What follows belongs to an exercise in optimizing a design on an open flow for small area; a production flow would make more cautious choices. The RTL was checked by simulation tests, not by an equivalence proof against the original design. Power figures rest on the tool's default switching activity, not on a simulated workload.

==> run a <==
// ddr_core
module ddr_core (
	input        clk,
	input        resetn,       
	input        resetscore,   
	input  [3:0] key_n,        
	input  [3:0] pad_n,        
	output [7:0] x,
	output [7:0] y,
	output [2:0] colour,
	output       plot,
	output [6:0] hex0,
	output [6:0] hex1,
	output [6:0] hex2,
	output [6:0] hex3,
	output [6:0] hex4,
	output [6:0] hex5
);
Settings: LEC_CHECK=0, ABC_AREA=1, CAP_MARGIN=20, CORE_MARGIN=2, CORE_UTILIZATION=45, CTS_BUF_LIST=sky130_fd_sc_hd__clkbuf_8, PLACE_DENSITY=0.6, SLEW_MARGIN=20; clock period 10.0 ns.
standard.sh (not shown) runs the stock make flow with config.mk's settings and CLKGATE_MAP_FILE= SYNTH_SCRIPT=/design/flow/synth_recipe.tcl, a recipe that flattens the netlist after the stock synthesis.
==> flow/flow/run.sh <==
#!/bin/bash
# Own layout flow: the standard flow (standard.sh) with three changes.
#  1. After the standard synthesis, the combinational logic of its netlist is
#     optimised again (flow/reopt.sh: ABC &deepsyn with eight seeds, then
#     area mapping to the sky130hd cells; the smallest result is kept). The
#     flip-flops, their cell types and names are kept.
#  2. The port buffers that global placement inserts use the smallest buffer
#     cell.
#  3. Clock tree synthesis (same options as the standard flow with the
#     CTS_BUF_LIST of config.mk) inserts no dummy loads to balance the tree.
# Each tool's output goes to its own log in this folder (ORFS's per-step logs
# are under orfs/logs/).
set -euo pipefail
R=orfs/results/${FLOW_PLATFORM:-sky130hd}/ddr_core/base
export BUFFER_PORTS_ARGS="-buffer_cell sky130_fd_sc_hd__buf_1"
export CTS_ARGS="-sink_clustering_enable -repair_clock_nets -buf_list sky130_fd_sc_hd__clkbuf_8 -dont_use_dummy_load"
bash standard.sh synth > synth.log 2>&1
cp $R/1_2_yosys.v 1_2_yosys.standard.v
bash flow/reopt.sh 1_2_yosys.standard.v $R/1_2_yosys.v reopt.log reopt_tmp
rm -f $R/1_synth.odb $R/1_synth.sdc
bash standard.sh > standard.log 2>&1
==> flow/flow/reopt.abc <==
strash
&get -n
&deepsyn -T 120 -S @SEED@
&put
dch -f
amap
topo
strash
dch -f
amap
topo
==> flow/flow/reopt.sh <==
#!/bin/bash
# reopt.sh IN.v OUT.v LOG TMPDIR : re-optimises the combinational logic of the
# standard synthesis netlist IN.v (flip-flops, their cell types and names
# untouched) and maps it again to the sky130hd cells, avoiding the platform's
# don't-use cells. Eight ABC runs with different &deepsyn seeds (four at a
# time) are made; the netlist with the smallest cell area is kept.
set -euo pipefail
IN=$1; OUT=$2; LOG=$3; TMP=$4
HERE=$(dirname "$(readlink -f "$0")")
PLAT=${FLOW_HOME:-/OpenROAD-flow-scripts/flow}/platforms/sky130hd
LIB=$PLAT/lib/sky130_fd_sc_hd__tt_025C_1v80.lib
YOSYS=$(command -v yosys || echo ${FLOW_HOME:-/OpenROAD-flow-scripts/flow}/../tools/install/yosys/bin/yosys)
mkdir -p "$TMP"
python3 "$HERE/cellmodels.py" "$LIB" "$IN" > "$TMP/models.v"
DONT=$(sed -n '/^export DONT_USE_CELLS/,/^$/p' "$PLAT/config.mk" | grep -oE 'sky130_fd_sc_hd__\w+' | sed 's/^/-dont_use /' | tr '\n' ' ')
for S in 1 2 3 4 5 6 7 8; do
  sed "s/@SEED@/$S/" "$HERE/reopt.abc" > "$TMP/reopt$S.abc"
  cat > "$TMP/reopt$S.ys" <<EOY
read_liberty -lib $LIB
read_verilog -overwrite $TMP/models.v
read_verilog $IN
hierarchy -top ddr_core
flatten
techmap
opt -fast -purge
abc -script $TMP/reopt$S.abc -liberty $LIB $DONT
opt_clean -purge
hilomap -singleton -hicell sky130_fd_sc_hd__conb_1 HI -locell sky130_fd_sc_hd__conb_1 LO
insbuf -buf sky130_fd_sc_hd__buf_4 A X
splitnets
opt_clean -purge
rename -enumerate -pattern rn%
tee -o $TMP/stat$S.txt stat -liberty $LIB
write_verilog -noattr -nohex -nodec $TMP/out$S.v
EOY
  ( "$YOSYS" -s "$TMP/reopt$S.ys" > "$TMP/reopt$S.log" 2>&1 || true ) &
  if [ $S -eq 4 ]; then wait; fi
done
wait
best=$(for S in 1 2 3 4 5 6 7 8; do
  if [ -s "$TMP/out$S.v" ] && [ -s "$TMP/stat$S.txt" ]; then
    echo "$(grep 'Chip area' "$TMP/stat$S.txt" | awk '{print $NF}') $S"
  fi
done | sort -g | head -1 | awk '{print $2}')
{ for S in 1 2 3 4 5 6 7 8; do echo "seed $S: $(grep -s 'Chip area' "$TMP/stat$S.txt" || echo failed)"; done; echo "kept seed $best"; cat "$TMP/reopt$best.log"; } > "$LOG"
cp "$TMP/out$best.v" "$OUT"
Other scripts of this flow, unchanged in this note and not shown: flow/flow/cellmodels.py
==> run b (differences from run a) <==
--- a/flow/design.v
+++ b/flow/design.v
@@ -1,69 +1,57 @@
 module dancechoreography(
 	input        clock,
 	input        reset,        
 	output [3:0] enablecount
 );
-	reg  [7:0]  m;         
-	reg         p;         
-	reg  [1:0]  a;         
+	reg  [7:0]  j;         
 	reg         first;     
 	reg         stepd;     
-	reg         stepdd;    
 	reg  [14:0] up;        
-	wire [255:0] tab_c = {
-		64'b0000000000000000000000000000000000000000000000000000011000001010,
-		64'b1000101001101111111001110100000110001011010010100101001000101011,
-		64'b0001010000110110110101010111010110100011001111100111001111001001,
-		64'b1100100111000000110000100110001000000110110000001110100000101010};
-	wire [511:0] tab_b = {
-		64'b0000000000000000000000000000000000000000000000000000000000000000,
-		64'b0000000000000000000000000000000000000000000010100101111101011111,
-		64'b0000010100000000010110100101010100000000111101010101101011110000,
-		64'b1010111111110101010101011111111100001111010100000000010110101010,
-		64'b1010000011111111101001010000111110100000000000000000010101010000,
-		64'b1111101010100000111101010101101001010000000011111111101010101010,
-		64'b0101000011111010000001010101000000000000111100001111000010100000,
-		64'b0101111100000000111111110000111101011010000010101111000011111111};
-	wire       bit_ = tab_c[m];
-	wire [1:0] bp = tab_b[{m, 1'b0} +: 2];
+	wire [511:0] tab_a = {
+		64'b1100000000000000000000000000000000000000000000000000000000000000,
+		64'b0000000000000000000000000000000000000000001100001010100010100011,
+		64'b1011111100110101000011001010010110100001011000101010010001010010,
+		64'b0111100101010111010111100010011011110011011011011000110110001101,
+		64'b0000100100100011001000000011100100001011100000101010100100000101,
+		64'b0100010110011111110110111000001001000111100001011010000100010111,
+		64'b0010100000111001111010101011101001010011001111011011001111000110,
+		64'b1100011011000000110000011001000100001001110000001101010000010101};
+	wire [255:0] tab_b = {
+		64'b0000000000000000000000000000000000000000000000000000000010011101,
+		64'b1100010000011001010000110101101100101111010101111100110100000110,
+		64'b1010001111100100111000000000010100111010001101011001000011111010,
+		64'b1001001110000101000000110011001000011100001111001101100010110011};
+	wire [1:0] a = tab_a[{j, 1'b0} +: 2];
+	wire [1:0] bp = tab_b[{j[6:0], 1'b0} +: 2];
 	wire [1:0] b = first ? bp : a;
 	reg [14:0] target;     
 	always @(*) begin
 		case (b)
 			2'd0: target = 15'h0a71;
 			2'd1: target = 15'h0650;
 			2'd2: target = 15'h4ec9;
 			default: target = 15'h4bd8;
 		endcase
 	end
 	wire pulse = (up == target);
 	assign enablecount = 4'b0001 << a;
 	always @(posedge clock) begin
 		up <= (reset | pulse) ? 15'd0 : {up[13:0], ~(up[14] ^ up[12] ^ up[6] ^ up[2])};
 		if (reset) begin
-			m <= 8'd1;
-			p <= 1'b0;
-			a <= 2'd3;
-			first <= 1'b1;
+			j <= 8'd255;
+			first <= 1'b0;
 			stepd <= 1'b0;
-			stepdd <= 1'b0;
 		end else begin
 			stepd <= pulse;
-			stepdd <= stepd;
-			if (stepd | stepdd)
-				m <= (m == 8'd202) ? 8'd0 : m + 8'd1;
 			if (stepd) begin
-				a <= {p, bit_};
-				if (m == 8'd201)
-					first <= 1'b0;
+				j <= (j == 8'd202) ? 8'd0 : j + 8'd1;
+				first <= (j == 8'd255) | (first & (j != 8'd99));
 			end
-			if (stepdd)
-				p <= bit_;
 		end
 	end
 endmodule
 module FSM(
 	input            clock,
 	input            resetn,
 	input      [3:0] enablecount,
 	input      [7:0] score,
@@ -112,44 +100,50 @@
 			state <= 6'd0;
 			cnt <= 7'd0;
 		end else if (cnt == term) begin
 			cnt <= 7'd0;
 			state <= nstate;
 		end else
 			cnt <= {cnt[5:0], ~(cnt[6] ^ cnt[5])};
 	end
-	reg [27:0] ycsn;       
+	reg [27:0] ycs;        
 	wire [6:0] yc [0:3];
 	wire [3:0] idle, falling;
 	genvar g;
 	generate for (g = 0; g < 4; g = g + 1) begin : col
-		assign yc[g] = ~ycsn[7*g +: 7];
+		assign yc[g] = ycs[7*g +: 7];
 		assign idle[g] = (yc[g] == 7'd19);
 		assign falling[g] = ~idle[g];
 		assign pressEnable[g] = (yc[g] >= 7'd77);
 		always @(posedge clock) begin
 			if (~resetn)
-				ycsn[7*g +: 7] <= ~7'd19;
+				ycs[7*g +: 7] <= 7'd19;
 			else if (idle[g] ? enablecount[g] : (colst && state[4:0] == 5'b11110))
-				ycsn[7*g +: 7] <= ~((yc[g] == 7'd90) ? 7'd19 : yc[g] + 7'd1);
+				ycs[7*g +: 7] <= (yc[g] == 7'd90) ? 7'd19 : yc[g] + 7'd1;
 		end
 	end endgenerate
 	wire [1:0] cc = state[3:2];
 	always @(posedge clock) begin
 		if (~resetn)
 			plot <= 1'b0;
 		else if (colst) begin
 			case (ss)
 				2'd0: plot <= 1'b0;
 				2'd1: if (falling[cc]) plot <= 1'b1;
 				default: if (state[4:0] == 5'b11110) plot <= 1'b0;
 			endcase
-		end else if (glyst)
-			plot <= (ss == 2'd1);    
+		end else if (glyst) begin
+			case (ss)
+				2'd0: plot <= 1'b0;
+				2'd1: plot <= 1'b1;
+				2'd2: plot <= 1'b0;
+				default: if (state[2]) plot <= 1'b0;
+			endcase
+		end
 	end
 	wire       first = (cnt == 7'd0);
 	reg  [2:0] dc;
 	always @(*) begin
 		if (colst)
 			case (ss)
 				2'd0: dc = ~first ? {1'b1, cc} : (state[4:0] == 5'd0) ? 3'd4 : 3'd0;
 				2'd3: dc = 3'd0;
--- a/flow/flow/run.sh
+++ b/flow/flow/run.sh
@@ -1,14 +1,13 @@
 #!/bin/bash
 # Own layout flow: the standard flow (standard.sh) with three changes.
 #  1. After the standard synthesis, the combinational logic of its netlist is
-#     optimised again (flow/reopt.sh: ABC &deepsyn with eight seeds, then
-#     area mapping to the sky130hd cells; the smallest result is kept). The
-#     flip-flops, their cell types and names are kept.
+#     optimised again (flow/reopt.sh: ABC &deepsyn, then area mapping to the
+#     sky130hd cells). The flip-flops, their cell types and names are kept.
 #  2. The port buffers that global placement inserts use the smallest buffer
 #     cell.
 #  3. Clock tree synthesis (same options as the standard flow with the
 #     CTS_BUF_LIST of config.mk) inserts no dummy loads to balance the tree.
 # Each tool's output goes to its own log in this folder (ORFS's per-step logs
 # are under orfs/logs/).
 set -euo pipefail
 R=orfs/results/${FLOW_PLATFORM:-sky130hd}/ddr_core/base
==> flow/flow/reopt.abc (replaced) <==
strash
&get -n
&deepsyn -T 60 -S @SEED@
&put
dch -f
amap
topo
strash
dch -f
amap
topo
==> flow/flow/reopt.sh (replaced) <==
#!/bin/bash
# reopt.sh IN.v OUT.v LOG TMPDIR : re-optimises the combinational logic of the
# standard synthesis netlist IN.v (flip-flops, their cell types and names
# untouched) and maps it again to the sky130hd cells, avoiding the platform's
# don't-use cells. Four ABC runs with different &deepsyn seeds go in parallel;
# the netlist with the smallest cell area is kept.
set -euo pipefail
IN=$1; OUT=$2; LOG=$3; TMP=$4
HERE=$(dirname "$(readlink -f "$0")")
PLAT=${FLOW_HOME:-/OpenROAD-flow-scripts/flow}/platforms/sky130hd
LIB=$PLAT/lib/sky130_fd_sc_hd__tt_025C_1v80.lib
YOSYS=$(command -v yosys || echo ${FLOW_HOME:-/OpenROAD-flow-scripts/flow}/../tools/install/yosys/bin/yosys)
mkdir -p "$TMP"
python3 "$HERE/cellmodels.py" "$LIB" "$IN" > "$TMP/models.v"
DONT=$(sed -n '/^export DONT_USE_CELLS/,/^$/p' "$PLAT/config.mk" | grep -oE 'sky130_fd_sc_hd__\w+' | sed 's/^/-dont_use /' | tr '\n' ' ')
for S in 1 2 3 4; do
  sed "s/@SEED@/$S/" "$HERE/reopt.abc" > "$TMP/reopt$S.abc"
  cat > "$TMP/reopt$S.ys" <<EOY
read_liberty -lib $LIB
read_verilog -overwrite $TMP/models.v
read_verilog $IN
hierarchy -top ddr_core
flatten
techmap
opt -fast -purge
abc -script $TMP/reopt$S.abc -liberty $LIB $DONT
opt_clean -purge
hilomap -singleton -hicell sky130_fd_sc_hd__conb_1 HI -locell sky130_fd_sc_hd__conb_1 LO
insbuf -buf sky130_fd_sc_hd__buf_4 A X
splitnets
opt_clean -purge
rename -enumerate -pattern rn%
tee -o $TMP/stat$S.txt stat -liberty $LIB
write_verilog -noattr -nohex -nodec $TMP/out$S.v
EOY
  "$YOSYS" -s "$TMP/reopt$S.ys" > "$TMP/reopt$S.log" 2>&1 &
done
wait
best=$(for S in 1 2 3 4; do echo "$(grep 'Chip area' "$TMP/stat$S.txt" | awk '{print $NF}') $S"; done | sort -g | head -1 | awk '{print $2}')
{ for S in 1 2 3 4; do echo "seed $S: $(grep 'Chip area' "$TMP/stat$S.txt")"; done; echo "kept seed $best"; cat "$TMP/reopt$best.log"; } > "$LOG"
cp "$TMP/out$best.v" "$OUT"
==> run c (differences from run a) <==
--- a/flow/design.v
+++ b/flow/design.v
@@ -1,69 +1,57 @@
 module dancechoreography(
 	input        clock,
 	input        reset,        
 	output [3:0] enablecount
 );
-	reg  [7:0]  m;         
-	reg         p;         
-	reg  [1:0]  a;         
+	reg  [7:0]  j;         
 	reg         first;     
 	reg         stepd;     
-	reg         stepdd;    
 	reg  [14:0] up;        
-	wire [255:0] tab_c = {
-		64'b0000000000000000000000000000000000000000000000000000011000001010,
-		64'b1000101001101111111001110100000110001011010010100101001000101011,
-		64'b0001010000110110110101010111010110100011001111100111001111001001,
-		64'b1100100111000000110000100110001000000110110000001110100000101010};
-	wire [511:0] tab_b = {
-		64'b0000000000000000000000000000000000000000000000000000000000000000,
-		64'b0000000000000000000000000000000000000000000010100101111101011111,
-		64'b0000010100000000010110100101010100000000111101010101101011110000,
-		64'b1010111111110101010101011111111100001111010100000000010110101010,
-		64'b1010000011111111101001010000111110100000000000000000010101010000,
-		64'b1111101010100000111101010101101001010000000011111111101010101010,
-		64'b0101000011111010000001010101000000000000111100001111000010100000,
-		64'b0101111100000000111111110000111101011010000010101111000011111111};
-	wire       bit_ = tab_c[m];
-	wire [1:0] bp = tab_b[{m, 1'b0} +: 2];
+	wire [511:0] tab_a = {
+		64'b1100000000000000000000000000000000000000000000000000000000000000,
+		64'b0000000000000000000000000000000000000000001100001010100010100011,
+		64'b1011111100110101000011001010010110100001011000101010010001010010,
+		64'b0111100101010111010111100010011011110011011011011000110110001101,
+		64'b0000100100100011001000000011100100001011100000101010100100000101,
+		64'b0100010110011111110110111000001001000111100001011010000100010111,
+		64'b0010100000111001111010101011101001010011001111011011001111000110,
+		64'b1100011011000000110000011001000100001001110000001101010000010101};
+	wire [255:0] tab_b = {
+		64'b0000000000000000000000000000000000000000000000000000000010011101,
+		64'b1100010000011001010000110101101100101111010101111100110100000110,
+		64'b1010001111100100111000000000010100111010001101011001000011111010,
+		64'b1001001110000101000000110011001000011100001111001101100010110011};
+	wire [1:0] a = tab_a[{j, 1'b0} +: 2];
+	wire [1:0] bp = tab_b[{j[6:0], 1'b0} +: 2];
 	wire [1:0] b = first ? bp : a;
 	reg [14:0] target;     
 	always @(*) begin
 		case (b)
 			2'd0: target = 15'h0a71;
 			2'd1: target = 15'h0650;
 			2'd2: target = 15'h4ec9;
 			default: target = 15'h4bd8;
 		endcase
 	end
 	wire pulse = (up == target);
 	assign enablecount = 4'b0001 << a;
 	always @(posedge clock) begin
 		up <= (reset | pulse) ? 15'd0 : {up[13:0], ~(up[14] ^ up[12] ^ up[6] ^ up[2])};
 		if (reset) begin
-			m <= 8'd1;
-			p <= 1'b0;
-			a <= 2'd3;
-			first <= 1'b1;
+			j <= 8'd255;
+			first <= 1'b0;
 			stepd <= 1'b0;
-			stepdd <= 1'b0;
 		end else begin
 			stepd <= pulse;
-			stepdd <= stepd;
-			if (stepd | stepdd)
-				m <= (m == 8'd202) ? 8'd0 : m + 8'd1;
 			if (stepd) begin
-				a <= {p, bit_};
-				if (m == 8'd201)
-					first <= 1'b0;
+				j <= (j == 8'd202) ? 8'd0 : j + 8'd1;
+				first <= (j == 8'd255) | (first & (j != 8'd99));
 			end
-			if (stepdd)
-				p <= bit_;
 		end
 	end
 endmodule
 module FSM(
 	input            clock,
 	input            resetn,
 	input      [3:0] enablecount,
 	input      [7:0] score,
@@ -112,44 +100,50 @@
 			state <= 6'd0;
 			cnt <= 7'd0;
 		end else if (cnt == term) begin
 			cnt <= 7'd0;
 			state <= nstate;
 		end else
 			cnt <= {cnt[5:0], ~(cnt[6] ^ cnt[5])};
 	end
-	reg [27:0] ycsn;       
+	reg [27:0] ycs;        
 	wire [6:0] yc [0:3];
 	wire [3:0] idle, falling;
 	genvar g;
 	generate for (g = 0; g < 4; g = g + 1) begin : col
-		assign yc[g] = ~ycsn[7*g +: 7];
+		assign yc[g] = ycs[7*g +: 7];
 		assign idle[g] = (yc[g] == 7'd19);
 		assign falling[g] = ~idle[g];
 		assign pressEnable[g] = (yc[g] >= 7'd77);
 		always @(posedge clock) begin
 			if (~resetn)
-				ycsn[7*g +: 7] <= ~7'd19;
+				ycs[7*g +: 7] <= 7'd19;
 			else if (idle[g] ? enablecount[g] : (colst && state[4:0] == 5'b11110))
-				ycsn[7*g +: 7] <= ~((yc[g] == 7'd90) ? 7'd19 : yc[g] + 7'd1);
+				ycs[7*g +: 7] <= (yc[g] == 7'd90) ? 7'd19 : yc[g] + 7'd1;
 		end
 	end endgenerate
 	wire [1:0] cc = state[3:2];
 	always @(posedge clock) begin
 		if (~resetn)
 			plot <= 1'b0;
 		else if (colst) begin
 			case (ss)
 				2'd0: plot <= 1'b0;
 				2'd1: if (falling[cc]) plot <= 1'b1;
 				default: if (state[4:0] == 5'b11110) plot <= 1'b0;
 			endcase
-		end else if (glyst)
-			plot <= (ss == 2'd1);    
+		end else if (glyst) begin
+			case (ss)
+				2'd0: plot <= 1'b0;
+				2'd1: plot <= 1'b1;
+				2'd2: plot <= 1'b0;
+				default: if (state[2]) plot <= 1'b0;
+			endcase
+		end
 	end
 	wire       first = (cnt == 7'd0);
 	reg  [2:0] dc;
 	always @(*) begin
 		if (colst)
 			case (ss)
 				2'd0: dc = ~first ? {1'b1, cc} : (state[4:0] == 5'd0) ? 3'd4 : 3'd0;
 				2'd3: dc = 3'd0;
--- a/flow/flow/run.sh
+++ b/flow/flow/run.sh
@@ -1,14 +1,13 @@
 #!/bin/bash
 # Own layout flow: the standard flow (standard.sh) with three changes.
 #  1. After the standard synthesis, the combinational logic of its netlist is
-#     optimised again (flow/reopt.sh: ABC &deepsyn with eight seeds, then
-#     area mapping to the sky130hd cells; the smallest result is kept). The
-#     flip-flops, their cell types and names are kept.
+#     optimised again (flow/reopt.sh: ABC &deepsyn with eight seeds, then area
+#     mapping to the sky130hd cells; the smallest result is kept). The flip-flops, their cell types and names are kept.
 #  2. The port buffers that global placement inserts use the smallest buffer
 #     cell.
 #  3. Clock tree synthesis (same options as the standard flow with the
 #     CTS_BUF_LIST of config.mk) inserts no dummy loads to balance the tree.
 # Each tool's output goes to its own log in this folder (ORFS's per-step logs
 # are under orfs/logs/).
 set -euo pipefail
 R=orfs/results/${FLOW_PLATFORM:-sky130hd}/ddr_core/base
==> comparison table <==
Run status: run b no timing/DRC/antenna violations; run a no timing/DRC/antenna violations; run c no timing/DRC/antenna violations
Switching share of total power: run b 0.2929; run a 0.2877; run c 0.2967
Register area: run b 3433 um^2; run a 3513 um^2; run c 3433 um^2
Number of flip-flops and latches: run b 169; run a 173; run c 169
Final HPWL DP: run b 15.68 mm; run a 14.18 mm; run c 15.68 mm
Largest net degree at the start of global routing: run b 41; run a 36; run c 43
Final setup skew: run b 0.04254 ns; run a 0.03631 ns; run c 0.03598 ns
Min Hold Slack: run b 0.4308 ns; run a 0.4167 ns; run c 0.4220 ns
Maximum vdd drop: run b 0.1028 mV; run a 0.09847 mV; run c 0.1156 mV
Met3 GRT Util: run b 0.05197; run a 0.04468; run c 0.04513
Clock Sinks: run b 169; run a 173; run c 169
GR met2 Demand/Resource: run b 0.3163; run a 0.3286; run c 0.3271
Initial cell density of the core: run b 0.4633; run a 0.4561; run c 0.4620
Router iterations before antenna repair: run b 5; run a 6; run c 7
Sum of met2 wire segment lengths after detailed routing: run b 8.751 mm; run a 8.608 mm; run c 9.084 mm
Final instance area: run b 8916 um^2; run a 8667 um^2; run c 8921 um^2
Lkg Pwr: run b 3.177 nW; run a 3.098 nW; run c 3.161 nW
Number of placed cells counting well taps: run b 1417; run a 1340; run c 1408

-- static timing again, ports no longer ideal --
In the flow no input, the clock included, has a driving cell. The finished layouts below were timed again as built, in two steps.
Step 1 (the two cells are an assumption about what drives the block):
set clk [get_ports {clk}]
set_driving_cell -lib_cell sky130_fd_sc_hd__clkbuf_16 $clk
set_driving_cell -lib_cell sky130_fd_sc_hd__buf_2 [delete_from_list [all_inputs] $clk]
Step 2 moves the port delays by t, midway between the first and last clock arrival at a register: inputs arrive t later, outputs are due t later. That takes back most of the time a late clock gives input paths.
a / b / c = no drivers / after step 1 / after step 2; a / b = the first two.
run	t (ns)	setup slack, ns	clock arrival spread, ns
run a	0.486	4.235 / 4.196 / 4.682	0.038 / 0.038
run b	0.465	3.070 / 3.032 / 3.497	0.043 / 0.043
run c	0.480	3.798 / 3.756 / 4.187	0.041 / 0.042
After both steps every run listed still meets setup and hold.
